Context: an optimization exercise on an open-source flow, tuned for small area and a short achievable clock period. The choices shown serve that exercise and are no tape-out recipe.
At most, simulation tests tie the RTL to the original design; equivalence was not proved.
Function not checked in runs 5 and 6: the RTL went through the layout flow alone.
Power and IR drop assume default switching activity.

[flow/flow/run.sh]
#!/bin/bash
set -euo pipefail
export SETUP_SLACK_MARGIN=5.4
bash standard.sh > standard.log 2>&1
[flow/standard.sh]
#!/bin/bash
# synth_recipe.tcl (not shown) runs the flow's synth.tcl, then flattens the netlist and writes it again
# the make line also repeats each setting of config.mk as NAME=value (left out here)
make -C /OpenROAD-flow-scripts/flow DESIGN_CONFIG=/design/flow/config.mk WORK_HOME=/design/flow/orfs CLKGATE_MAP_FILE= SYNTH_SCRIPT=/design/flow/synth_recipe.tcl "${@:-finish}"
[flow/config.mk]
export PLATFORM = sky130hd
export DESIGN_NAME = PID_CONTROLLER
export DESIGN_NICKNAME = PID_CONTROLLER
export VERILOG_FILES = /design/flow/design.v
export SDC_FILE = /design/flow/constraint.sdc
export NUM_CORES = 4
export LEC_CHECK = 0
export CAP_MARGIN = 20
export CORE_MARGIN = 2
export CORE_UTILIZATION = 40
export CTS_BUF_LIST = sky130_fd_sc_hd__clkbuf_8
export SLEW_MARGIN = 20
[flow/constraint.sdc]
create_clock -name core_clock -period 10.0 [get_ports {clk}]
set_input_delay 2.0000 -clock core_clock [delete_from_list [all_inputs] [get_ports {clk}]]
set_output_delay 2.0000 -clock core_clock [all_outputs]
set_load 0.01 [all_outputs]
[flow/design.v]
module clock_generator(f_clk,rst,f_adc_clock,f_dac_clock,f_sw,f_sw_rise,t);
input f_clk,rst;
output f_adc_clock,f_dac_clock,f_sw;
output f_sw_rise;
output reg [8:0] t;
wire en = (&t[8:4]) & t[1] & t[0];       
assign f_sw_rise = en;
assign f_sw = en & t[2];                 
assign f_adc_clock = ~t[1] & ~t[0];
assign f_dac_clock = f_adc_clock;
always @(posedge f_clk)
  if (rst) t <= 9'd503;
  else if (en) t <= {8'd0, t[2]};
  else t <= t + 9'd1;
endmodule
module digital_PID_controller(clk,rst,en,init,qt,sel,adc,t,y0,y1);
input clk,rst;
input en;                       
input init;                     
input qt;                       
input sel;                      
input [8:0] adc;                
input [8:0] t;                  
output [11:0] y0,y1;            
reg [8:0] f0;
reg [14:0] fk;                  
reg fs;                         
reg [19:0] acc;                 
reg kap;                        
reg [11:0] y0r;                 
reg y0e;                        
reg c1, c2, ca, cb, cx, cy, ck1, ck2;
reg fw;                         
wire band = ~f0[8] & (&f0[7:3]) & (|f0[2:0]);    
wire hi = sel & qt;
wire pass = (t[8:5] == 4'd1);
wire [4:0] s = t[4:0];
wire tp0 = (s <= 5'd8) ? fk[13] : fs;                                  
wire tp8 = (s == 5'd0) ? 1'b0 : (s <= 5'd9) ? fk[12] : fs;             
wire tp4 = (s < 5'd5) ? 1'b0 : (s <= 5'd13) ? fk[8] : fs;              
wire tp3 = (s < 5'd6) ? 1'b0 : (s <= 5'd14) ? fk[7] : fs;              
wire tpx = (s <= 5'd11) ? fk[10] : fs;                                 
wire tpy = (s < 5'd12) ? 1'b0 : fk[1];                                 
reg f0m;                                                              
always @(*)
  case (s)
    5'd3,  5'd12: f0m = f0[0];
    5'd4,  5'd13: f0m = f0[1];
    5'd5,  5'd14: f0m = f0[2];
    5'd6,  5'd15: f0m = f0[3];
    5'd7,  5'd16: f0m = f0[4];
    5'd8,  5'd17: f0m = f0[5];
    5'd9,  5'd18: f0m = f0[6];
    5'd10, 5'd19: f0m = f0[7];
    default:      f0m = f0[8];
  endcase
wire f0x = (s <= 5'd11) ? f0m : f0[8];
wire f0y = (s < 5'd12) ? 1'b0 : f0m;
wire h1 = tp0 ^ tp8 ^ c1;
wire h1c = (tp0 & tp8) | (c1 & (tp0 ^ tp8));
wire h2 = tp4 ^ tp3 ^ c2;
wire h2c = (tp4 & tp3) | (c2 & (tp4 ^ tp3));
wire a0 = acc[0] & ~fw;
wire sa = a0 ^ h1 ^ ca;
wire sac = (a0 & h1) | (ca & (a0 ^ h1));
wire ab = sa ^ h2 ^ cb;                                               
wire abc = (sa & h2) | (cb & (sa ^ h2));
wire x = f0x ^ ~tpx ^ cx;
wire xc = (f0x & ~tpx) | (cx & (f0x ^ ~tpx));
wire y = f0y ^ ~tpy ^ cy;
wire yc = (f0y & ~tpy) | (cy & (f0y ^ ~tpy));
wire dy = (s < 5'd12) ? 1'b0 : y;                                     
wire nx = (s < 5'd3) ? 1'b1 : ~x;                                     
wire ak = (s <= 5'd17) ? ab : acc[19];
wire sk = ak ^ dy ^ ck1;
wire skc = (ak & dy) | (ck1 & (ak ^ dy));
wire kb = sk ^ nx ^ ck2;
wire kbc = (sk & nx) | (ck2 & (sk ^ nx));
always @(posedge clk) begin
  c1 <= pass & h1c;
  c2 <= pass & h2c;
  ca <= pass & sac;
  cb <= pass & abc;
  cx <= ~(pass & (s >= 5'd3)) | xc;
  cy <= ~(pass & (s >= 5'd12)) | yc;
  ck1 <= pass & (s >= 5'd2) & skc;
  ck2 <= ~(pass & (s >= 5'd2)) | kbc;
  if (pass & (s == 5'd3)) kap <= kb;
  if (pass & ((s == 5'd4) | (s == 5'd5))) kap <= kap & kb;
  if (pass & (s == 5'd6)) kap <= kap | kb;
end
wire [8:0] na = ~adc;
wire w = ~na[8] & (na[7:0] >= 8'd186);
wire hn = hi & ~init;
wire [13:0] kbase = init ? (sel ? 14'd0 : 14'd2203) : {fk[3:0], fk[14:5]};
wire [13:0] kc0 = w ? 14'd350 - 14'd1280 - 14'd2560 : 14'd350 - 14'd1280;
reg [13:0] kc1;
always @(*)
  case ({band, kap, w})
    3'b000: kc1 = 14'd350 - 14'd1280 + 14'd223;
    3'b001: kc1 = 14'd350 - 14'd1280 + 14'd223 - 14'd2560;
    3'b010: kc1 = 14'd350 - 14'd1280 + 14'd224;
    3'b011: kc1 = 14'd350 - 14'd1280 + 14'd224 - 14'd2560;
    3'b100: kc1 = 14'd350 - 14'd1280 + 14'd255;
    3'b101: kc1 = 14'd350 - 14'd1280 + 14'd255 - 14'd2560;
    3'b110: kc1 = 14'd350 - 14'd1280 + 14'd256;
    default: kc1 = 14'd350 - 14'd1280 + 14'd256 - 14'd2560;
  endcase
wire [13:0] kc = hn ? kc1 : kc0;
wire [13:0] o2 = {3'b000, adc[8], na[7:0], 2'b00};
wire [13:0] o3 = {5'b00000, adc[8], na[7:0]};
wire [13:0] p1 = kbase ^ o2 ^ o3;
wire [13:0] g1 = {(kbase[12:0] & o2[12:0]) | (kbase[12:0] & o3[12:0]) | (o2[12:0] & o3[12:0]), 1'b0};
wire [13:0] p2 = p1 ^ g1 ^ kc;
wire [13:0] g2 = {(p1[12:0] & g1[12:0]) | (p1[12:0] & kc[12:0]) | (g1[12:0] & kc[12:0]), 1'b0};
wire [13:0] y0n = p2 + g2;
wire [8:0] fe = init ? (sel ? 9'd0 : 9'b000100010) : hi ? f0 + 9'd7 : f0;
always @(posedge clk) begin
  if (en) begin
    y0r <= y0n[13:2];
    y0e <= y0n[1] | y0n[0];
    f0 <= 9'd69 - adc;
  end
  fk[14] <= en ? init & ~sel : (pass & (s >= 5'd7) & (s <= 5'd20)) ? kb : fk[0];
  fk[13:9] <= fk[14:10];
  fk[8:0] <= en ? fe : fk[9:1];
  if (en) fs <= ~init & fe[8];
end
always @(posedge clk)
  if (rst) fw <= 1'b1;
  else if (en & ~init) fw <= 1'b0;
always @(posedge clk)
  acc <= {(pass & (s <= 5'd17)) ? ab : (pass & (s <= 5'd19) & s[4]) ? acc[19] : acc[0], acc[19:1]};
wire [11:0] d0 = y0r;
wire [11:0] ad = {band, band, 1'b0, band, band, 3'b000, 1'b1, 2'b00, y0e};
wire [12:0] rc;
assign rc[0] = 1'b0;
genvar i;
generate for (i = 0; i < 12; i = i + 1) begin : r1
  assign rc[i+1] = (d0[i] & ad[i]) | (rc[i] & (d0[i] ^ ad[i]));
end endgenerate
assign y0 = d0;
assign y1 = d0 ^ ad ^ rc[11:0];
endmodule
module DPWM_dead_time_circuit(clk,rst,sel,y0,y1,Q_H,Q_L);
input clk,rst,sel;
input [11:0] y0,y1;
output Q_H,Q_L;
reg q_pwm;
reg [5:0] shift;
reg [11:0] counter;
function le12;
  input [11:0] a, b;
  reg c;
  integer k;
  begin
    c = 1'b1;
    for (k = 0; k < 11; k = k + 1)
      c = (b[k] & ~a[k]) | (b[k] & c) | (~a[k] & c);
    le12 = (~b[11] & a[11]) | (~b[11] & c) | (a[11] & c);
  end
endfunction
wire low = counter[11] | (counter[10:1] == 10'd0);    
wire on = low | (sel ? le12(counter, y1) : le12(counter, y0));
wire wrap = (counter == 12'd499) & ~on;
always @(posedge clk)
  if (rst) begin
    q_pwm <= 1'b0;
    counter <= 12'd0;
    shift <= 6'd0;
  end else begin
    q_pwm <= on;
    counter <= wrap ? 12'd0 : counter + 12'd1;
    shift <= {shift[4:0], q_pwm};
  end
assign Q_H = q_pwm & shift[5];
assign Q_L = ~(q_pwm | shift[5]);
endmodule
module PID_CONTROLLER(clk,rst,clk_adc,clk_dac,pwm_high,pwm_low,adc_data,dac_data,Q_load,Q_L_R_tran);
input clk,rst,Q_L_R_tran;
output clk_adc,clk_dac,pwm_high,pwm_low,Q_load;
input signed [9:0] adc_data;
output [11:0] dac_data;
wire en, init;
wire [8:0] t;
reg [6:0] s;                    
wire q_tran = s[6];             
wire [11:0] y0, y1;
clock_generator u1(.f_clk(clk),.rst(rst),.f_adc_clock(clk_adc),.f_dac_clock(clk_dac),.f_sw(init),.f_sw_rise(en),.t(t));
always @(posedge clk)
  if (rst) s <= 7'd12;
  else if (en) s <= (s == 7'd112) ? 7'd12 : s + 7'd1;
digital_PID_controller u2(.clk(clk),.rst(rst),.en(en),.init(init),.qt(q_tran),.sel(Q_L_R_tran),
  .adc(adc_data[9:1]),.t(t),.y0(y0),.y1(y1));
DPWM_dead_time_circuit u6(.clk(clk),.rst(rst),.sel(Q_L_R_tran & q_tran),.y0(y0),.y1(y1),.Q_H(pwm_high),.Q_L(pwm_low));
assign Q_load = ~Q_L_R_tran & q_tran;
assign dac_data = 12'b0;
endmodule
==> results of run 1 <==
[routing by layer]
metal	up-vias	GRT usage	wire length, um
li1	2312	-	-
met1	2228	0.2402	6575
met2	125	0.2916	6611
met3	23	0.02536	573
met4	0	0.07161	299
met5	-	0	0
[how the worst max path moves through the flow]
| stage | start | endpoint | slack [ns] |
|---|---|---|---|
| final | Q_L_R_tran | u2.y0r[11] | 5.43 |
| after global routing | u1.t[1] | u2.kap | 5.27 |
| after CTS | Q_L_R_tran | u2.y0r[11] | 5.40 |
| after detailed placement | Q_L_R_tran | u2.y0r[11] | 4.24 |
| after global placement | Q_L_R_tran | u2.y0r[11] | 4.29 |
| after floorplan | Q_L_R_tran | u2.y0r[11] | 5.35 |
[what timing repair did]
item,in CTS,in global routing
setup buffers,12,7
resized for setup,55,48
gates cloned,1,0
setup endpoints to repair,22,17
pin swaps,17,28
[state kept, by name (all words and copies together), names as in the netlist, 6 cells and up]
signal and cells:
u6.counter 12, u6.shift 6, u2.fk 15, s 7, u1.t 9, u2.acc 20, u2.y0r 12, u2.f0 9
[final cells by class]
cell class              instances  area, um2  area share
repair buffers                 38      345.3     0.04754
inverters                      80      300.3     0.04134
well taps                     188      235.2     0.03238
clock buffers                   9      123.9     0.01705
multi-input cells             456       3847      0.5296
clock inverters                 7      87.58     0.01206
flip-flops and latches        103       2325      0.3200
[per-stage QoR]
stage / hold WS [ns] / worst slack (ns)
after CTS: 0.3390 / 5.401
after detailed placement: 0.3121 / 4.236
after floorplan: 0.3096 / 5.346
final: 0.3311 / 5.435
after global placement: 0.3109 / 4.287
after global routing: 0.3457 / 5.270
[layout by cell type, fill, tap and decap left out, types with 4 or more instances in the layout]
cell / instances
clkdlybuf4s50_1: 5
edfxtp_1: 25
nand2_1: 39
nand2b_1: 11
nor3_1: 12
xor2_1: 16
or3_1: 4
nor2_1: 39
o22ai_1: 6
conb_1: 12
nand4_1: 9
a31oi_1: 5
a21oi_1: 20
o21ai_0: 20
and2_1: 12
buf_4: 20
nand3_1: 13
a211oi_1: 9
fa_1: 23
a221oi_1: 4
o21bai_1: 5
nor2b_1: 19
a21o_1: 14
o31ai_1: 5
a221o_1: 4
dfxtp_1: 74
and3_1: 8
a21oi_2: 7
ha_1: 25
inv_2: 12
ha_4: 13
a211oi_2: 4
inv_1: 67
xnor2_1: 28
clkbuf_8: 9
[cells in the mapped netlist (all sizes together) (4+ instances only)]
master | n | area (um2)
a21o | 14 | 105.1
and2 | 12 | 75.07
edfxtp | 25 | 750.7
fa | 26 | 520.5
a21oi | 27 | 135.1
nand3 | 14 | 70.07
inv | 79 | 296.5
nand2b | 11 | 68.82
a211oi | 14 | 105.1
ha | 40 | 500.5
o21ai | 23 | 115.1
xnor2 | 28 | 245.2
buf | 18 | 117.6
a31oi | 5 | 31.28
a221o | 4 | 40.04
nor2b | 19 | 118.9
xor2 | 16 | 140.1
dfxtp | 78 | 1562
nand2 | 41 | 153.9
and3 | 9 | 57.56
o31ai | 7 | 52.55
o21bai | 5 | 37.54
nor2 | 42 | 157.7
clkbuf | 15 | 56.30
mux2 | 4 | 45.04
a22o | 4 | 36.29
nor3 | 12 | 60.06
nand4 | 9 | 56.30
or3 | 5 | 31.28
o22ai | 7 | 43.79
a221oi | 4 | 35.03
[kinds of logic after synthesis]
logic type / synth area share
simple gates: 0.1604
compound gates: 0.1475
buf+inv: 0.07647
flops: 0.3729
fa+ha+maj: 0.1695
xor+xnor: 0.06215
mux: 0.01049
other cells: 0.0006047
[power by group through the flow]
stage	Combinational (W)	Sequential, W	Clock (W)
2_1_floorplan	0.000918	0.000635	0
3_3_place_gp	0.00110	0.000680	0
5_1_grt	0.00153	0.000695	0.000304
6_report	0.00136	0.000682	0.000282
4_1_cts	0.00123	0.000672	0.000288
3_5_place_dp	0.00113	0.000684	0
==> flow_summary.ini, run 1 <==
[placed_design]
gp_congestion = 0.8639
post_dp_cell_area_um2 = 6553
dp_cells = 845
numPortBuffers = 16
dp_hpwl_mm = 9.896

[cts]
clock_path_buffers = 2
cts_tree = built
cts_root_buffer = clkbuf_8
clk_latency_ns = 0.39
cts_hold_buf = 0
cts.sinks = 103
clkTransAtPathRegs_ns = 0.11
cts_buffers = 9
htreeDepth = 3

[setup_path]
reg2reg_from = u1.t[1]
crit_type = in -> reg
cp-end-kind = register
crit_path_max_fanout = 6
path_delay_family = adder cells
cpMostUsedCell = ha_4
slowest_stage = fa_1
worstReg2RegEnd = u2.kap
crit_path_start_kind = input pin
crit_arrival_ns = 4.70
path_cells = buf_12 -> nor2_4 -> a21o_1 -> ha_4 -> fa_1 -> ha_4 -> fa_2 -> a211oi_4 -> o21ai_2 -> nand4_1 -> o2111ai_2 -> o31ai_2 -> xnor2_1
cp.depth = 13
required_ns = 10.14
critical_path.max_stage_delay_ns = 0.52
reg2reg_depth = 17
crit_buf_inv = 1
rrSetupSlack_ns = 5.45

[power_and_ir_drop]
power_density_nw_per_um2 = 319.2
switching_power_w = 0.001000
combPwrFrac = 0.585
seqPwrFrac = 0.294
p_leak_nw = 2.925
ir_drop_mv = 0.1209
p_sw_frac = 0.4313
clkPwrFrac = 0.121
total_power_w = 0.002319
p_int_w = 0.001319

[timing]
setup_viol = 0
timing.fmax_ghz = 0.2190
finalSetupTns_ns = 0
hold_viol = 0
slew_headroom = 0.4573
finClkSkew_ns = 0.01637
worstMarginPinSlew_ns = 0.8055
period_minus_slack_ns = 4.565
rsz0062_at_grt = true
finalCritPeriodShare = 0.4565
slew_violations = 0

[synthesis]
ys_warn_count = 4
synth.avg_cell_area_um2 = 9.395
synthFlopType = dfxtp_1
synth_edf_count = 25
syn_area_um2 = 6201
yosys_register_bits = 103
ys_seq_area_frac = 0.3729
synth.distinct_cells = 65
synth_cells = 660
synth-async-reset-ratio = 0

[floorplanning]
coreArea_um2 = 15200
die_h_um = 128.5
row_count = 45
start_util = 0.4079
dieArea_um2 = 16510
io_pins = 30
die_x_um = 128.5

[worst_hold_path]
hold_end = u2.acc[12]
hp-start = u2.acc[13]
holdPathStages = 0
worstHoldPathType = reg -> reg

[detailed_routing]
wl_per_cell_um = 15.96
drt-pass1-iter-count = 5
drc = 0
vias = 4688
avgViaCountPerCell = 5.321
antenna_left = 0
wl_mm = 14.06
first_iter_violations = 356

[global_route]
grt_pass1_wl_mm = 23.43
grt_max_degree = 37
antenna_found_initial = 0
first_global_vias = 4686
grt_util_all_layers = 0.1786
overflow = 0

[layout]
n_fill_cell = 1425
antenna_cells = 0
area_growth_pct = 17.15
drive_above_1_share = 0.1703
nets = 767
finalInstanceArea_um2 = 7264
fin_util = 0.4779
finalNonFillerCells = 881

[job]
timing.max_cap.violations = 0

[status]
status = finished clean
==> run 2: changes to the inputs <==
==> flow/flow/run.sh (replaced) <==
#!/bin/bash
set -euo pipefail
export SETUP_SLACK_MARGIN=5.5
bash standard.sh > standard.log 2>&1
==> run 2 against run 1 <==
Critical endpoint unchanged. Core utilization about the same. Die area unchanged. Cell count decreased by 0.34%. Area after synthesis unchanged. Global-route usage decreased by 0.22 points. Sequential share of layout area about the same. Setup slack improved by 0.053 ns. Count of clock-buffer cells in the layout unchanged. Largest cell class unchanged. Maximum frequency increased by 1.2%. Cell area about the same. Sequential power about the same. Critical path depth decreased by 1. Highest routed layer unchanged.
==> flow_summary.ini, run 2 <==
[synthesis]
synthFlopType = dfxtp_1
synth_cells = 660
ys_warn_count = 4
yosysMostFrequentCell = dfxtp_1
synth.top_cells.by_count = dfxtp_1 (78), inv_1 (77), nor2_1 (42)
synth.avg_cell_area_um2 = 9.395
syn_area_um2 = 6201
ys_seq_area_frac = 0.3729
synth.distinct_cells = 65
yosys_register_bits = 103
synth_edf_count = 25
synth_top_area_share = 0.2518
ys_top_cells_by_area = dfxtp_1 (25%), edfxtp_1 (12%), fa_1 (8.4%)
synth-async-reset-ratio = 0
yosysTopAreaCell = dfxtp_1

[floorplanning]
die_x_um = 128.5
coreArea_um2 = 15200
row_count = 45
start_util = 0.4079
dieArea_um2 = 16510
die_h_um = 128.5
io_pins = 30

[detailed_routing]
antenna_left = 0
drc = 0
first_iter_violations = 452
drt-pass1-iter-count = 5
wl_per_cell_um = 15.79
vias = 4710
wl_mm = 13.86
avgViaCountPerCell = 5.364

[layout]
final_common_cell = dfxtp_1
n_fill_cell = 1424
area_growth_pct = 17.05
drive_above_1_share = 0.1739
regMostFlops = u2.acc
antenna_cells = 0
nets = 764
largest_reg_flops = 20
top_regs = u2.acc: 20 flops, u2.fk: 15 flops
layout_common_cells = dfxtp_1 (74), inv_1 (68), nor2_1 (39), nand2_1 (39), xnor2_1 (28)

[placed_design]
gp_congestion = 0.8537
numPortBuffers = 16
pre_cts_ws_ns = 4.269
dp_hpwl_mm = 9.853

[setup_path]
required_ns = 10.16
path_cells = buf_8 -> nand2_8 -> or3_4 -> fa_1 -> ha_2 -> fa_2 -> a211oi_4 -> o21ai_2 -> nand4_1 -> o2111ai_2 -> o31ai_2 -> xnor2_1
crit_path_max_fanout = 9
reg2reg_from = u1.t[0]
worstReg2RegEnd = u2.kap
crit_path_start_kind = input pin
rrSetupSlack_ns = 5.54
path_delay_family = adder cells
critical_path.max_stage_delay_ns = 0.49
cp-end-kind = register
crit_type = in -> reg
slowest_stage = fa_1
reg2reg_depth = 16
crit_buf_inv = 1
crit_arrival_ns = 4.67

[timing]
slew_violations = 0
hold_viol = 0
finClkSkew_ns = 0.01171
timing.fmax_ghz = 0.2216
rsz0062_at_grt = true
worstMarginPinSlew_ns = 0.8900
slew_headroom = 0.3983
period_minus_slack_ns = 4.512
finalSetupTns_ns = 0
setup_viol = 0
finalCritPeriodShare = 0.4512
finalWorstSetupSlack_ns = 5.488

[power_and_ir_drop]
switching_power_w = 0.001003
p_leak_nw = 2.890
combPwrFrac = 0.582
ir_drop_mv = 0.1405
power_density_nw_per_um2 = 320.9
seqPwrFrac = 0.293
p_sw_frac = 0.4305
p_int_w = 0.001326
clkPwrFrac = 0.125

[cts]
cts_tree = built
clock_path_buffers = 2
htreeDepth = 3
cts.sinks = 103
cts_hold_buf = 0
cts_buffers = 9
cts_root_buffer = clkbuf_8
clk_latency_ns = 0.40
clkTransAtPathRegs_ns = 0.11

[global_route]
first_global_vias = 4658
grt_max_degree = 37
grt_pass1_wl_mm = 23.14
antenna_found_initial = 0
overflow = 0
grt_util_all_layers = 0.1764

[worst_hold_path]
hold_end = u2.acc[7]
holdPathStages = 0
hp-start = u2.acc[8]
worstHoldPathType = reg -> reg

[status]
status = finished clean

[job]
timing.max_cap.violations = 0
-- run 2: cell counts after synthesis --
No cell type changed its count.
-- run 2: cell type report --
class | count | area (um2) | area share
clock inverter | 7 | 100.1 | 0.01379
inverter | 80 | 302.8 | 0.04172
sequential | 103 | 2325 | 0.3203
timing repair buffer | 35 | 291.5 | 0.04017
multi-input combinational | 456 | 3880 | 0.5346
clock buffer | 9 | 123.9 | 0.01707
tap | 188 | 235.2 | 0.03241
-- run 2: how the worst max path moves through the flow --
stage,start,end,slack (ns),cells after the start
6_report,Q_L_R_tran,u2.y0r[11],5.49,12
3_5_place_dp,Q_L_R_tran,u2.y0r[11],4.27,12
3_3_place_gp,Q_L_R_tran,u2.y0r[11],4.29,12
2_1_floorplan,Q_L_R_tran,u2.y0r[11],5.35,12
4_1_cts,Q_L_R_tran,u2.y0r[11],5.49,12
5_1_grt,u1.t[1],u2.kap,5.32,17
-- run 2: power groups by stage --
stage	sequential, W	combinational [W]	clock [W]
6_report	0.000681	0.00136	0.000291
5_1_grt	0.000695	0.00153	0.000316
4_1_cts	0.000678	0.00126	0.000298
3_5_place_dp	0.000682	0.00113	0
3_3_place_gp	0.000680	0.00110	0
2_1_floorplan	0.000635	0.000919	0
-- run 2: what timing repair did --
item,CTS,global route
setup buffers,14,2
pin swaps,25,20
setup endpoints to repair,22,18
gates cloned,1,0
gates resized for setup,82,31
-- run 2: cell families after synthesis --
kind of cell / share of synthesized area
AO/OA/AOI/OAI: 0.1475
multiplexers: 0.01049
other: 0.0006047
flip-flops: 0.3729
adder cells (fa/ha/maj): 0.1695
buffers and inverters: 0.07647
AND/OR/NAND/NOR: 0.1604
XOR/XNOR: 0.06215
-- run 2: per-stage QoR --
| step | std cells | area (um2) | power, W | hold slack (ns) | util |
|---|---|---|---|---|---|
| after detailed placement | 845 | 6553 | 0.001817 | 0.3143 | 0.4310 |
| after CTS | 876 | 7149 | 0.002235 | 0.3393 | 0.4703 |
| after global placement | 845 | 6553 | 0.001783 | 0.3108 | 0.4310 |
| final | 878 | 7258 | 0.002329 | 0.3367 | 0.4774 |
| after global routing | 878 | 7258 | 0.002543 | 0.3401 | 0.4774 |
| after floorplan | 671 | 6326 | 0.001555 | 0.3096 | - |
-- run 2: per-layer routing --
| metal | global-route usage | wire [um] |
|---|---|---|
| met1 | 0.2376 | 6500 |
| met2 | 0.2879 | 6440 |
| met3 | 0.02412 | 626 |
| met4 | 0.07097 | 294 |
| met5 | 0 | 0 |
==> run 3: changes to the inputs <==
==> flow/flow/run.sh (replaced) <==
#!/bin/bash
set -euo pipefail
export SETUP_SLACK_MARGIN=5.25
bash standard.sh > standard.log 2>&1
==> run 3 against run 2 <==
Worst hold slack is essentially flat. Largest cell class unchanged. Sequential power shrank 2%. Sequential share of layout area grew 0.83 points. Count of clock-buffer cells in the layout is the same. Clock skew shrank 0.0026 ns. Sequential cell count is the same.
==> flow_summary.ini, run 3 <==
[cts]
cts_hold_buf = 0
clkTransAtPathRegs_ns = 0.10
htreeDepth = 3
cts_buffers = 9
cts.sinks = 103
cts_root_buffer = clkbuf_8
clock_path_buffers = 2
cts_tree = built
clk_latency_ns = 0.39

[detailed_routing]
avgViaCountPerCell = 5.372
vias = 4690
wl_per_cell_um = 15.53
drc = 0
drt-pass1-iter-count = 8
wl_mm = 13.56
first_iter_violations = 376
antenna_left = 0

[placed_design]
pre_cts_ws_ns = 4.147
numPortBuffers = 16
gp_congestion = 0.8468
dp_hpwl_mm = 9.966
dp_cells = 846

[setup_path]
reg2reg_from = u2.y0e
cp-end-kind = register
crit_path_max_fanout = 6
startpoint = Q_L_R_tran
crit_arrival_ns = 4.81
endpoint = u2.y0r[11]
rrSetupSlack_ns = 5.39
required_ns = 10.15
crit_path_start_kind = input pin
crit_type = in -> reg
worstReg2RegEnd = u6.counter[4]
reg2reg_depth = 20

[global_route]
grt_pass1_wl_mm = 22.09
grt_util_all_layers = 0.1689
overflow = 0
grt_max_degree = 37
first_global_vias = 4555
antenna_found_initial = 0

[timing]
slew_violations = 0
finalCritPeriodShare = 0.4658
slew_headroom = 0.4535
finalWorstSetupSlack_ns = 5.342
period_minus_slack_ns = 4.658
finalSetupTns_ns = 0
hold_viol = 0
timing.hold.ws_ns = 0.3367
rsz0062_at_grt = true
timing.fmax_ghz = 0.2147
finClkSkew_ns = 0.009095
setup_viol = 0
worstMarginPinSlew_ns = 0.8084

[synthesis]
ys_warn_count = 4
synth.top_cells.by_count = dfxtp_1 (78), inv_1 (77), nor2_1 (42)
synth_edf_count = 25
synth-async-reset-ratio = 0
synthFlopType = dfxtp_1
yosys_register_bits = 103
syn_area_um2 = 6201
synth.avg_cell_area_um2 = 9.395
yosysTopAreaCell = dfxtp_1
yosysMostFrequentCell = dfxtp_1
synth_cells = 660
synth.distinct_cells = 65
ys_top_cells_by_area = dfxtp_1 (25%), edfxtp_1 (12%), fa_1 (8.4%)
ys_seq_area_frac = 0.3729
synth_top_area_share = 0.2518

[floorplanning]
die_h_um = 128.5
row_count = 45
die_x_um = 128.5
dieArea_um2 = 16510
io_pins = 30
coreArea_um2 = 15200
start_util = 0.4079

[layout]
nets = 759
final_common_cell = dfxtp_1
largest_reg_flops = 20
layout_common_cells = dfxtp_1 (75), inv_1 (73), nor2_1 (39), nand2_1 (39), xnor2_1 (28)
fin_util = 0.4647
area_growth_pct = 13.92
top_regs = u2.acc: 20 flops, u2.fk: 15 flops
antenna_cells = 0
n_fill_cell = 1440
regMostFlops = u2.acc
finalNonFillerCells = 873
drive_above_1_share = 0.1372

[worst_hold_path]
worstHoldPathType = reg -> reg

[power_and_ir_drop]
power_density_nw_per_um2 = 312.4
combPwrFrac = 0.574
ir_drop_mv = 0.1046
p_int_w = 0.001251
seqPwrFrac = 0.302
p_sw_frac = 0.4331
switching_power_w = 0.0009560
clkPwrFrac = 0.124
p_leak_nw = 2.882

[status]
status = finished clean

[job]
timing.max_cap.violations = 0
run 3: critical path, cell delays in order:
cell and delay [ns]:
clkbuf_4 0.18, nor2_4 0.07, a21o_1 0.19, ha_1 0.30
fa_1 0.49, ha_2 0.21, fa_2 0.39, a211oi_2 0.25
o21ai_2 0.10, nand4_1 0.10, o2111ai_2 0.13, o31ai_2 0.29
xnor2_1 0.10
run 3: layout make-up:
| cell class | count | area, um2 | area share |
|---|---|---|---|
| clock buffers | 9 | 123.9 | 0.01753 |
| clock inverters | 7 | 81.33 | 0.01151 |
| flip-flops and latches | 103 | 2321 | 0.3286 |
| inverters | 80 | 300.3 | 0.04251 |
| well taps | 188 | 235.2 | 0.03330 |
| repair buffers | 30 | 265.3 | 0.03755 |
| multi-input cells | 456 | 3737 | 0.5290 |
run 3: routing by layer:
layer,GRT usage,share of wire,vias to the layer above
met5,0,0,-
met4,0.08120,0.023,0
met3,0.02453,0.038,27
met2,0.2666,0.47,124
met1,0.2293,0.47,2248
li1,-,-,2291
run 3: how the worst min path moves through the flow:
stage	start	to	slack, ns	depth (start not counted)
final	u2.acc[3]	u2.acc[2]	0.34	0
after global routing	u2.acc[3]	u2.acc[2]	0.34	0
after CTS	u2.acc[9]	u2.acc[8]	0.34	0
after detailed placement	u2.acc[3]	u2.acc[2]	0.31	0
after global placement	u2.acc[18]	u2.acc[17]	0.31	0
after floorplan	u2.acc[1]	u2.acc[0]	0.31	0
run 3: per-stage QoR:
| step | power [W] | cell area (um2) |
|---|---|---|
| 2_1_floorplan | 0.001541 | 6285 |
| 3_3_place_gp | 0.001767 | 6531 |
| 3_5_place_dp | 0.001815 | 6531 |
| 4_1_cts | 0.002126 | 6803 |
| 5_1_grt | 0.002399 | 7064 |
| 6_report | 0.002207 | 7064 |
run 3: cells by family after synthesis:
| group | after synthesis | synth area share |
|---|---|---|
| AND/OR/NAND/NOR | 190 | 0.1604 |
| AO/OA/AOI/OAI | 134 | 0.1475 |
| multiplexers | 6 | 0.01049 |
| flip-flops | 103 | 0.3729 |
| XOR/XNOR | 44 | 0.06215 |
| buffers and inverters | 113 | 0.07647 |
| other | 1 | 0.0006047 |
| adder cells (fa/ha/maj) | 69 | 0.1695 |
run 3: repair_timing:
item / CTS / global route
gates resized for setup: 22 / 54
setup buffers: 4 / 6
hold endpoints to repair: 0 / 0
setup endpoints to repair: 11 / 17
gates cloned: 0 / 1
pin swaps: 5 / 24
run 3: power groups by stage:
stage               clock (W)  combinational, W  sequential [W]
detailed placement          0           0.00114        0.000675
CTS                  0.000278           0.00119        0.000662
finish               0.000273           0.00127        0.000668
global placement            0           0.00109        0.000672
global route         0.000293           0.00142        0.000682
floorplan                   0          0.000906        0.000635
==> run 4: changes to the inputs <==
==> flow/run.sh (new file) <==
#!/bin/bash
# synth_recipe.tcl (not shown) runs the flow's synth.tcl, then flattens the netlist and writes it again
# the make line also repeats each setting of config.mk as NAME=value (left out here)
make -C /OpenROAD-flow-scripts/flow DESIGN_CONFIG=/design/flow/config.mk WORK_HOME=/design/flow/orfs CLKGATE_MAP_FILE= SYNTH_SCRIPT=/design/flow/synth_recipe.tcl finish
--- a/flow/config.mk
+++ b/flow/config.mk
@@ -10,3 +10,4 @@
 export CORE_UTILIZATION = 40
 export CTS_BUF_LIST = sky130_fd_sc_hd__clkbuf_8
+export SETUP_SLACK_MARGIN = 5
 export SLEW_MARGIN = 20
removed: flow/flow/run.sh
removed: flow/standard.sh
==> run 4 against run 3 <==
Still clean. Clock skew increased by 0.0063 ns. Combinational power down 9%. Area after synthesis is the same. Count of clock-buffer cells in the layout is the same. Clock power grew 2%. Setup slack got worse by 0.21 ns. Maximum frequency is 4.3% lower. Critical path type unchanged.
==> flow_summary.ini, run 4 <==
[status]
status = finished clean

[synthesis]
synth.distinct_cells = 65
synth.top_cells.by_count = dfxtp_1 (78), inv_1 (77), nor2_1 (42)
syn_area_um2 = 6201
yosysTopAreaCell = dfxtp_1
synthFlopType = dfxtp_1
yosysMostFrequentCell = dfxtp_1
ys_top_cells_by_area = dfxtp_1 (25%), edfxtp_1 (12%), fa_1 (8.4%)
synth_top_area_share = 0.2518
synth_edf_count = 25
ys_seq_area_frac = 0.3729
synth-async-reset-ratio = 0
yosys_register_bits = 103
synth.avg_cell_area_um2 = 9.395
synth_cells = 660
ys_warn_count = 4

[layout]
nets = 751
area_growth_pct = 10.15
layout_common_cells = inv_1 (76), dfxtp_1 (73), nand2_1 (40), nor2_1 (39), ha_1 (39)
regMostFlops = u2.acc
final_common_cell = inv_1
top_regs = u2.acc: 20 flops, u2.fk: 15 flops
antenna_cells = 0
drive_above_1_share = 0.08124
largest_reg_flops = 20
n_fill_cell = 1448

[power_and_ir_drop]
clkPwrFrac = 0.132
p_sw_frac = 0.4347
switching_power_w = 0.0009237
combPwrFrac = 0.545
p_int_w = 0.001201
p_leak_nw = 2.836
power_density_nw_per_um2 = 311.1
ir_drop_mv = 0.1054
total_power_w = 0.002125
seqPwrFrac = 0.324

[setup_path]
reg2reg_from = u1.t[1]
required_ns = 10.16
cp-end-kind = register
startpoint = adc_data[7]
crit_arrival_ns = 5.02
crit_path_start_kind = input pin
crit_path_max_fanout = 6
crit_type = in -> reg
reg2reg_depth = 16

[detailed_routing]
wl_mm = 13.23
wl_per_cell_um = 15.29
drc = 0
avgViaCountPerCell = 5.342
antenna_left = 0
vias = 4621
first_iter_violations = 403
drt-pass1-iter-count = 5

[global_route]
use_met1 = 0.2259
first_global_vias = 4382
met2_usage = 0.2703
grt_util_all_layers = 0.1662
overflow = 0
antenna_found_initial = 0
grtUsageMet3 = 0.02370
grt_pass1_wl_mm = 21.74
grt-busiest-layer = met2
grt_max_degree = 37

[cts]
htreeDepth = 3
clock_path_buffers = 2
clkTransAtPathRegs_ns = 0.11
cts.sinks = 103
cts_buffers = 9
cts_root_buffer = clkbuf_8
clk_latency_ns = 0.39
cts_hold_buf = 0
cts_tree = built

[timing]
timing.fmax_ghz = 0.2054
rsz0062_at_grt = true
finClkSkew_ns = 0.01540
finalSetupTns_ns = 0
slew_headroom = 0.4284
hold_viol = 0
setup_viol = 0
period_minus_slack_ns = 4.869
finalCritPeriodShare = 0.4869
worstMarginPinSlew_ns = 0.8455
finalWorstSetupSlack_ns = 5.131
slew_violations = 0

[floorplanning]
row_count = 45
die_h_um = 128.5
start_util = 0.4079
die_x_um = 128.5
coreArea_um2 = 15200
io_pins = 30
dieArea_um2 = 16510

[worst_hold_path]
hp-start = u2.acc[9]
worstHoldPathType = reg -> reg
holdPathStages = 0

[placed_design]
pre_cts_ws_ns = 3.961
numPortBuffers = 16
gp_congestion = 0.8608
dp_hpwl_mm = 9.794

[job]
timing.max_cap.violations = 0
==> run 4: cell counts after synthesis <==
No cell type changed its count.
==> run 4: metrics by stage <==
step / utilization / hold WS [ns] / instances / cell area, um2
3_5_place_dp: 0.4262 / 0.3139 / 844 / 6479
6_report: 0.4493 / 0.3298 / 865 / 6830
4_1_cts: 0.4442 / 0.3341 / 862 / 6753
3_3_place_gp: 0.4262 / 0.3125 / 844 / 6479
2_1_floorplan: - / 0.3096 / 671 / 6243
5_1_grt: 0.4493 / 0.3406 / 865 / 6830
==> run 4: worst paths after layout <==
kind,endpoint,slack [ns]
worst min register to register,u2.acc[8],0.33
worst min-delay path,u2.acc[8],0.33
worst max-delay path,u2.y0r[11],5.13
worst max register to register,u2.kap,5.18
==> run 4: cell families after synthesis <==
kind of cell | synth area share
AOI/OAI and AO/OA | 0.1475
adders and majority gates | 0.1695
muxes | 0.01049
DFF | 0.3729
buffers and inverters | 0.07647
other | 0.0006047
and+or+nand+nor | 0.1604
xor gates and xnor gates | 0.06215
==> run 4: repair_timing <==
action | CTS | global route
hold endpoints to repair | 0 | 0
pin swaps | 2 | 3
gates resized for setup | 23 | 17
buffers inserted | 2 | 3
endpoints found under the setup margin | 12 | 14
==> run 4: per-layer routing <==
| metal | wire [um] | up-vias |
|---|---|---|
| met4 | 212 | 0 |
| met5 | 0 | - |
| met3 | 490 | 14 |
| met2 | 6118 | 99 |
| met1 | 6408 | 2231 |
| li1 | - | 2277 |
==> run 4: layout make-up <==
type	instances	area (um2)	share of cell area
inverter	80	300.3	0.04396
tap	188	235.2	0.03444
sequential	103	2326	0.3405
clock inverter	7	86.33	0.01264
timing repair buffer	23	212.7	0.03114
multi-input combinational	455	3546	0.5191
clock buffer	9	123.9	0.01814
==> run 4: critical path, cell delays in order <==
cell,delay [ns]
clkdlybuf4s50_1,0.53
inv_1,0.12
fa_1,0.52
inv_1,0.06
fa_1,0.53
inv_1,0.04
ha_1,0.37
o21a_1,0.24
nand4_1,0.10
o2111ai_1,0.19
o31ai_2,0.25
xnor2_1,0.08
==> run 4: power groups by stage <==
stage | sequential, W | clock (W) | combinational, W
finish | 0.000688 | 0.000279 | 0.00116
global route | 0.000701 | 0.000303 | 0.00132
CTS | 0.000683 | 0.000289 | 0.00113
detailed placement | 0.000693 | 0 | 0.00110
global placement | 0.000691 | 0 | 0.00106
floorplan | 0.000634 | 0 | 0.000891
==> run 5: changes to the inputs <==
--- a/flow/design.v
+++ b/flow/design.v
@@ -32,4 +32,5 @@
 reg c1, c2, ca, cb, cx, cy, ck1, ck2;
 reg fw;                         
+reg abr;                        
 wire band = ~f0[8] & (&f0[7:3]) & (|f0[2:0]);    
 wire hi = sel & qt;
@@ -40,21 +41,21 @@
 wire tp4 = (s < 5'd5) ? 1'b0 : (s <= 5'd13) ? fk[8] : fs;              
 wire tp3 = (s < 5'd6) ? 1'b0 : (s <= 5'd14) ? fk[7] : fs;              
-wire tpx = (s <= 5'd11) ? fk[10] : fs;                                 
-wire tpy = (s < 5'd12) ? 1'b0 : fk[1];                                 
+wire tpx = (s <= 5'd12) ? fk[9] : fs;                                  
+wire tpy = (s < 5'd13) ? 1'b0 : fk[0];                                 
 reg f0m;                                                              
 always @(*)
   case (s)
-    5'd3,  5'd12: f0m = f0[0];
-    5'd4,  5'd13: f0m = f0[1];
-    5'd5,  5'd14: f0m = f0[2];
-    5'd6,  5'd15: f0m = f0[3];
-    5'd7,  5'd16: f0m = f0[4];
-    5'd8,  5'd17: f0m = f0[5];
-    5'd9,  5'd18: f0m = f0[6];
-    5'd10, 5'd19: f0m = f0[7];
+    5'd4,  5'd13: f0m = f0[0];
+    5'd5,  5'd14: f0m = f0[1];
+    5'd6,  5'd15: f0m = f0[2];
+    5'd7,  5'd16: f0m = f0[3];
+    5'd8,  5'd17: f0m = f0[4];
+    5'd9,  5'd18: f0m = f0[5];
+    5'd10, 5'd19: f0m = f0[6];
+    5'd11, 5'd20: f0m = f0[7];
     default:      f0m = f0[8];
   endcase
-wire f0x = (s <= 5'd11) ? f0m : f0[8];
-wire f0y = (s < 5'd12) ? 1'b0 : f0m;
+wire f0x = (s <= 5'd12) ? f0m : f0[8];
+wire f0y = (s < 5'd13) ? 1'b0 : f0m;
 wire h1 = tp0 ^ tp8 ^ c1;
 wire h1c = (tp0 & tp8) | (c1 & (tp0 ^ tp8));
@@ -70,7 +71,7 @@
 wire y = f0y ^ ~tpy ^ cy;
 wire yc = (f0y & ~tpy) | (cy & (f0y ^ ~tpy));
-wire dy = (s < 5'd12) ? 1'b0 : y;                                     
-wire nx = (s < 5'd3) ? 1'b1 : ~x;                                     
-wire ak = (s <= 5'd17) ? ab : acc[19];
+wire dy = (s < 5'd13) ? 1'b0 : y;                                     
+wire nx = (s < 5'd4) ? 1'b1 : ~x;                                     
+wire ak = (s <= 5'd18) ? abr : (s <= 5'd20) ? acc[19] : acc[18];
 wire sk = ak ^ dy ^ ck1;
 wire skc = (ak & dy) | (ck1 & (ak ^ dy));
@@ -82,16 +83,17 @@
   ca <= pass & sac;
   cb <= pass & abc;
-  cx <= ~(pass & (s >= 5'd3)) | xc;
-  cy <= ~(pass & (s >= 5'd12)) | yc;
-  ck1 <= pass & (s >= 5'd2) & skc;
-  ck2 <= ~(pass & (s >= 5'd2)) | kbc;
-  if (pass & (s == 5'd3)) kap <= kb;
-  if (pass & ((s == 5'd4) | (s == 5'd5))) kap <= kap & kb;
-  if (pass & (s == 5'd6)) kap <= kap | kb;
+  abr <= ab;
+  cx <= ~(pass & (s >= 5'd4)) | xc;
+  cy <= ~(pass & (s >= 5'd13)) | yc;
+  ck1 <= pass & (s >= 5'd3) & skc;
+  ck2 <= ~(pass & (s >= 5'd3)) | kbc;
+  if (pass & (s == 5'd4)) kap <= kb;
+  if (pass & ((s == 5'd5) | (s == 5'd6))) kap <= kap & kb;
+  if (pass & (s == 5'd7)) kap <= kap | kb;
 end
 wire [8:0] na = ~adc;
 wire w = ~na[8] & (na[7:0] >= 8'd186);
 wire hn = hi & ~init;
-wire [13:0] kbase = init ? (sel ? 14'd0 : 14'd2203) : {fk[3:0], fk[14:5]};
+wire [13:0] kbase = init ? (sel ? 14'd0 : 14'd2203) : {fk[4:0], fk[14:6]};
 wire [13:0] kc0 = w ? 14'd350 - 14'd1280 - 14'd2560 : 14'd350 - 14'd1280;
 reg [13:0] kc1;
@@ -122,5 +124,5 @@
     f0 <= 9'd69 - adc;
   end
-  fk[14] <= en ? init & ~sel : (pass & (s >= 5'd7) & (s <= 5'd20)) ? kb : fk[0];
+  fk[14] <= en ? init & ~sel : (pass & (s >= 5'd8) & (s <= 5'd21)) ? kb : fk[0];
   fk[13:9] <= fk[14:10];
   fk[8:0] <= en ? fe : fk[9:1];
==> flow/flow/run.sh (new file) <==
#!/bin/bash
set -euo pipefail
export SETUP_SLACK_MARGIN=5.5
bash standard.sh > standard.log 2>&1
==> flow/standard.sh (new file) <==
#!/bin/bash
# synth_recipe.tcl (not shown) runs the flow's synth.tcl, then flattens the netlist and writes it again
# the make line also repeats each setting of config.mk as NAME=value (left out here)
make -C /OpenROAD-flow-scripts/flow DESIGN_CONFIG=/design/flow/config.mk WORK_HOME=/design/flow/orfs CLKGATE_MAP_FILE= SYNTH_SCRIPT=/design/flow/synth_recipe.tcl "${@:-finish}"
--- a/flow/config.mk
+++ b/flow/config.mk
@@ -10,4 +10,3 @@
 export CORE_UTILIZATION = 40
 export CTS_BUF_LIST = sky130_fd_sc_hd__clkbuf_8
-export SETUP_SLACK_MARGIN = 5
 export SLEW_MARGIN = 20
removed: flow/run.sh
==> run 5 against run 4 <==
Critical path depth increased by 1. Non-clock buffer count up 11. Cell count is 6.1% higher. Wire length grew 4.3%. Clock power fell by 3%. Die area up 3.2%. Sequential cell count increased by 1. Sequential share of layout area shrank 1.5 points. Clock skew increased by 0.0039 ns.
==> flow_summary.ini, run 5 <==
[detailed_routing]
drc = 0
avgViaCountPerCell = 5.181
wl_mm = 13.81
wl_per_cell_um = 15.04
vias = 4756
antenna_left = 0
drt-pass1-iter-count = 5
first_iter_violations = 314

[layout]
nets = 776
drive_above_1_share = 0.1695
fin_util = 0.4560
ff_latch_area_um2 = 2344
top_regs = u2.acc: 20 flops, u2.fk: 15 flops
antenna_cells = 0
regMostFlops = u2.acc
multi_input_area_um2 = 3761
n_fill_cell = 1501
finalInstanceArea_um2 = 7191
area_growth_pct = 12.27
largest_reg_flops = 20
layout_common_cells = dfxtp_1 (74), inv_1 (70), nand2_1 (46), nor2_1 (41), ha_1 (31)
final_common_cell = dfxtp_1

[cts]
cts_root_buffer = clkbuf_8
cts.sinks = 104
clock_path_buffers = 2
cts_buffers = 9
cts_tree = built
htreeDepth = 3
clkTransAtPathRegs_ns = 0.11
clk_latency_ns = 0.39

[power_and_ir_drop]
power_density_nw_per_um2 = 324.3
total_power_w = 0.002332
p_leak_nw = 2.949
ir_drop_mv = 0.2053

[setup_path]
cpMostUsedCell = a21oi_2
path_cells = buf_8 -> nor2_4 -> a21o_1 -> ha_4 -> fa_1 -> ha_2 -> fa_2 -> a211o_1 -> a21oi_2 -> a21oi_2 -> a211o_1 -> a21oi_2 -> xnor2_1
cp-end-kind = register
path_delay_family = adder cells
crit_type = in -> reg
crit_buf_inv = 1
crit_path_max_fanout = 6
slowest_stage = fa_1
crit_path_start_kind = input pin
cp.depth = 13
crit_arrival_ns = 4.76
required_ns = 10.15
reg2reg_depth = 13
critical_path.max_stage_delay_ns = 0.44
rrSetupSlack_ns = 5.49

[global_route]
grt_util_all_layers = 0.1700
grt-busiest-layer = met2
grt_pass1_wl_mm = 22.67
antenna_found_initial = 0
use_met1 = 0.2282
grt_max_degree = 32
overflow = 0
grtUsageMet3 = 0.03054
met2_usage = 0.2797
first_global_vias = 4576

[floorplanning]
row_count = 46
die_h_um = 130.5
coreArea_um2 = 15770
io_pins = 30
die_x_um = 130.5
dieArea_um2 = 17040
start_util = 0.4061

[status]
status = finished clean

[placed_design]
post_dp_cell_area_um2 = 6746
gp_congestion = 0.9260
dp_hpwl_mm = 10.23
numPortBuffers = 16

[synthesis]
synth_edf_count = 25
synth.top_cells.by_count = dfxtp_1 (79), inv_1 (79), nand2_1 (47)
synth_top_area_share = 0.2469
ys_warn_count = 4
synth-async-reset-ratio = 0
ys_top_cells_by_area = dfxtp_1 (25%), edfxtp_1 (12%), fa_1 (8.1%)
synthFlopType = dfxtp_1
synth.avg_cell_area_um2 = 9.447
ys_seq_area_frac = 0.3641
syn_area_um2 = 6405
yosys_register_bits = 104
synth_cells = 678
yosysTopAreaCell = dfxtp_1
synth.distinct_cells = 78

[worst_hold_path]
holdPathStages = 0
worstHoldPathType = reg -> reg

[timing]
finalCritPeriodShare = 0.4607
slew_headroom = 0.6224
period_minus_slack_ns = 4.607
worstMarginPinSlew_ns = 0.5664
timing.fmax_ghz = 0.2171
finalSetupTns_ns = 0
rsz0062_at_grt = true
setup_viol = 0
hold_viol = 0
finClkSkew_ns = 0.01932
slew_violations = 0

[job]
timing.max_cap.violations = 0
==> run 5: worst paths after layout <==
path | startpoint | to
worst max register to register | u1.t[2] | u2.fk[14]
worst min register to register | u2.acc[5] | u2.acc[4]
worst max-delay path | Q_L_R_tran | u2.y0r[11]
worst min-delay path | u2.acc[5] | u2.acc[4]
==> run 5: through the flow <==
step / instances / setup WS (ns) / hold WS [ns]
global placement: 887 / 4.372 / 0.3117
detailed placement: 887 / 4.324 / 0.3132
global route: 918 / 5.289 / 0.3342
CTS: 913 / 5.366 / 0.3281
finish: 918 / 5.393 / 0.3270
floorplan: 689 / 5.238 / 0.3096
==> run 5: timing repair <==
action,4_1_cts,5_1_grt
hold buffers,0,0
buffers inserted,10,5
pin swaps,14,9
resized for setup,58,23
setup endpoints to repair,12,16
==> run 5: routing by layer <==
metal | vias up | wire length, um
li1 | 2340 | -
met4 | 0 | 214
met1 | 2305 | 6497
met5 | - | 0
met3 | 16 | 499
met2 | 95 | 6594
==> run 5: where the power goes <==
part | switching, W | internal (W) | total, W
combinational | 0.000731 | 0.000619 | 0.00135
clock | 0.000152 | 0.000118 | 0.000271
sequential | 0.000124 | 0.000587 | 0.000711
==> run 5: cells by family after synthesis <==
family,count (synthesis),synth area share
buf+inv,120,0.08087
other cells,1,0.0005855
xor+xnor,41,0.05606
fa+ha+maj,72,0.1692
flops,104,0.3641
mux,5,0.008010
simple gates,195,0.1619
compound gates,140,0.1592
==> run 5: area by class of cell <==
class                           instances  area share
Inverter                               83     0.04350
Multi-Input combinational cell        465      0.5231
Sequential cell                       104      0.3259
Timing Repair Buffer                   34     0.04176
Clock inverter                          7     0.01096
Tap cell                              216     0.03758
Clock buffer                            9     0.01723
==> run 6: changes to the inputs <==
==> flow/run.sh (new file) <==
#!/bin/bash
# synth_recipe.tcl (not shown) runs the flow's synth.tcl, then flattens the netlist and writes it again
# the make line also repeats each setting of config.mk as NAME=value (left out here)
make -C /OpenROAD-flow-scripts/flow DESIGN_CONFIG=/design/flow/config.mk WORK_HOME=/design/flow/orfs CLKGATE_MAP_FILE= SYNTH_SCRIPT=/design/flow/synth_recipe.tcl finish
--- a/flow/config.mk
+++ b/flow/config.mk
@@ -10,3 +10,4 @@
 export CORE_UTILIZATION = 40
 export CTS_BUF_LIST = sky130_fd_sc_hd__clkbuf_8
+export SETUP_SLACK_MARGIN = 5
 export SLEW_MARGIN = 20
removed: flow/flow/run.sh
removed: flow/standard.sh
==> run 6 against run 5 <==
Total power decreased by 8.2%. Critical endpoint is now Q_load. Largest cell class unchanged. Cell area decreased by 3.5%. Cell count decreased by 0.98%. Sequential cell count unchanged. Critical path depth decreased by 10. Register-to-register slack got worse by 0.26 ns. Global-route usage increased by 0.052 points. First-iteration DRC count decreased by 1.6%. Setup slack got worse by 0.31 ns. Worst hold slack got worse by 0.0057 ns. Non-clock buffer count decreased by 9. Wire length decreased by 1.9%.
==> flow_summary.ini, run 6 <==
[status]
status = finished clean

[timing]
slew_violations = 0
finalSetupTns_ns = 0
period_minus_slack_ns = 4.915
finalCritPeriodShare = 0.4915
rsz0062_at_grt = true
finClkSkew_ns = 0.01519
hold_viol = 0
timing.fmax_ghz = 0.2035
slew_headroom = 0.6029
setup_viol = 0
worstMarginPinSlew_ns = 0.5957
timing.hold.ws_ns = 0.3213

[layout]
nets = 767
finalInstanceArea_um2 = 6940
antenna_cells = 0
top_regs = u2.acc: 20 flops, u2.fk: 15 flops
layout_common_cells = inv_1 (79), dfxtp_1 (76), nand2_1 (47), nor2_1 (42), ha_1 (37)
final_common_cell = inv_1
fin_util = 0.4401
drive_above_1_share = 0.1025
regMostFlops = u2.acc
area_growth_pct = 8.361
largest_reg_flops = 20

[cts]
cts_hold_buf = 0
htreeDepth = 3
cts.sinks = 104
clock_path_buffers = 2
cts_root_buffer = clkbuf_8
cts_tree = built
clkTransAtPathRegs_ns = 0.11
cts_buffers = 9
clk_latency_ns = 0.39

[worst_hold_path]
worstHoldPathType = reg -> reg
hp-start = u2.acc[6]

[setup_path]
crit_path_start_kind = input pin
crit_path_max_fanout = 5
cp-end-kind = output pin
startpoint = Q_L_R_tran
required_ns = 8.00
crit_arrival_ns = 2.91
crit_type = in -> out
reg2reg_from = u1.t[0]

[floorplanning]
start_util = 0.4061
die_h_um = 130.5
coreArea_um2 = 15770
io_pins = 30
dieArea_um2 = 17040
die_x_um = 130.5
row_count = 46

[detailed_routing]
vias = 4682
avgViaCountPerCell = 5.151
wl_mm = 13.54
drc = 0
antenna_left = 0
drt-pass1-iter-count = 4
wl_per_cell_um = 14.90
first_iter_violations = 309

[synthesis]
synth_edf_count = 25
synth_top_area_share = 0.2469
yosys_register_bits = 104
ys_top_cells_by_area = dfxtp_1 (25%), edfxtp_1 (12%), fa_1 (8.1%)
synth-async-reset-ratio = 0
ys_seq_area_frac = 0.3641
synth_cells = 678
ys_warn_count = 4
yosysTopAreaCell = dfxtp_1
synth.avg_cell_area_um2 = 9.447
syn_area_um2 = 6405
synth.distinct_cells = 78
synth.top_cells.by_count = dfxtp_1 (79), inv_1 (79), nand2_1 (47)
synthFlopType = dfxtp_1

[global_route]
grt_pass1_wl_mm = 22.80
grt_util_all_layers = 0.1705
overflow = 0
grt_max_degree = 32
antenna_found_initial = 0
first_global_vias = 4537

[placed_design]
numPortBuffers = 16
post_dp_cell_area_um2 = 6701
dp_hpwl_mm = 10.18
gp_congestion = 0.9337

[power_and_ir_drop]
ir_drop_mv = 0.1280
power_density_nw_per_um2 = 308.4
p_leak_nw = 2.887

[job]
timing.max_cap.violations = 0
[run 6: cell count changes in the layout (fill, tap and decap cells not counted), moves of 3 or more]
cell and delta:
inv_2 -9, inv_1 +9, ha_1 +6, a21oi_2 -5, ha_4 -5, a21oi_1 +5
clkdlybuf4s50_1 +3, dlygate4sd2_1 +3, buf_4 -7
[run 6: worst paths after layout]
check | slack (ns) | endpoint | depth (start not counted)
max reg2reg | 5.23 | u2.fk[14] | 14
min reg2reg | 0.32 | u2.acc[5] | 0
max | 5.09 | Q_load | 3
min | 0.32 | u2.acc[5] | 0
[run 6: layer usage]
metal  global-route usage  share of wire  vias to the layer above
met1               0.2314           0.46                     2253
met2               0.2779           0.48                      101
li1                     -              -                     2316
met5                    0              0                        -
met4              0.06696          0.016                        0
met3              0.02239          0.042                       12
[run 6: layout make-up]
cell class | instances | area, um2
Clock inverter | 7 | 52.55
Timing Repair Buffer | 25 | 217.7
Multi-Input combinational cell | 465 | 3627
Clock buffer | 9 | 123.9
Sequential cell | 104 | 2336
Tap cell | 216 | 270.3
Fill cell | 1568 | 8830
Inverter | 83 | 312.8
[run 6: stage by stage]
stage	power [W]	worst slack (ns)	instances
final	0.002140	5.085	909
after global routing	0.002356	4.989	909
after CTS	0.002143	5.010	909
after detailed placement	0.001876	3.932	888
after global placement	0.001837	3.966	888
after floorplan	0.001596	5.003	689
[run 6: kinds of logic (layout without fill, tap and decap cells)]
kind of cell / count (synthesis) / in the layout / share of synthesized area
AO/OA/AOI/OAI: 140 / 140 / 0.1592
other: 1 / 12 / 0.0005855
XOR/XNOR: 41 / 41 / 0.05606
adder cells (fa/ha/maj): 72 / 72 / 0.1692
flip-flops: 104 / 104 / 0.3641
buffers and inverters: 120 / 124 / 0.08087
AND/OR/NAND/NOR: 195 / 195 / 0.1619
multiplexers: 5 / 5 / 0.008010
[run 6: timing repair]
| item | in CTS | in global routing |
|---|---|---|
| setup buffers | 5 | 0 |
| endpoints found under the setup margin | 8 | 4 |
| pin swaps | 2 | 0 |
| resized for setup | 15 | 12 |
[run 6: critical path, stage by stage]
cell and delay (ns):
clkdlybuf4s15_2 0.24, nor2b_1 0.13, clkdlybuf4s50_1 0.55
[run 6: power breakdown]
group          switching, W  internal (W)  total [W]
logic              0.000682      0.000519    0.00120
clock network      0.000154     0.0000931   0.000247
registers          0.000108      0.000585   0.000692

[what the ideal ports hide]
In the flow no input, the clock included, has a driving cell. The finished layouts below were timed again as built, in two steps. Step 1 assumes that a clkbuf_16 drives the clock port and a buf_2 every other input. Step 2 moves the port delays by t, midway between the first and last clock arrival at a register: inputs arrive t later, outputs are due t later. That takes back most of the time a late clock gives input paths. Three values: ideal, step 1, step 2; two values: the first two.
| run | shift t [ns] | slack for setup (ns) | worst setup path after step 2 | latest minus earliest clock arrival (ns) | cell pins on the clock port's net |
|---|---|---|---|---|---|
| run 1 | 0.413 | 5.435 / 5.422 / 5.009 | input to register | 0.016 / 0.017 | 1 |
| run 2 | 0.424 | 5.488 / 5.468 / 5.044 | input to register | 0.012 / 0.012 | 1 |
| run 3 | 0.413 | 5.342 / 5.348 / 4.934 | input to register | 0.009 / 0.009 | 1 |
| run 4 | 0.420 | 5.131 / 5.142 / 4.722 | input to register | 0.016 / 0.016 | 1 |
| run 5 | 0.419 | 5.393 / 5.388 / 4.969 | input to register | 0.020 / 0.021 | 1 |
| run 6 | 0.419 | 5.085 / 5.065 / 4.728 | input to register | 0.016 / 0.016 | 1 |
After both steps every run listed still meets setup and hold. For run 2, which loses most, drivers alone change the setup slack by -0.020 ns; drivers and shift together by -0.444 ns.
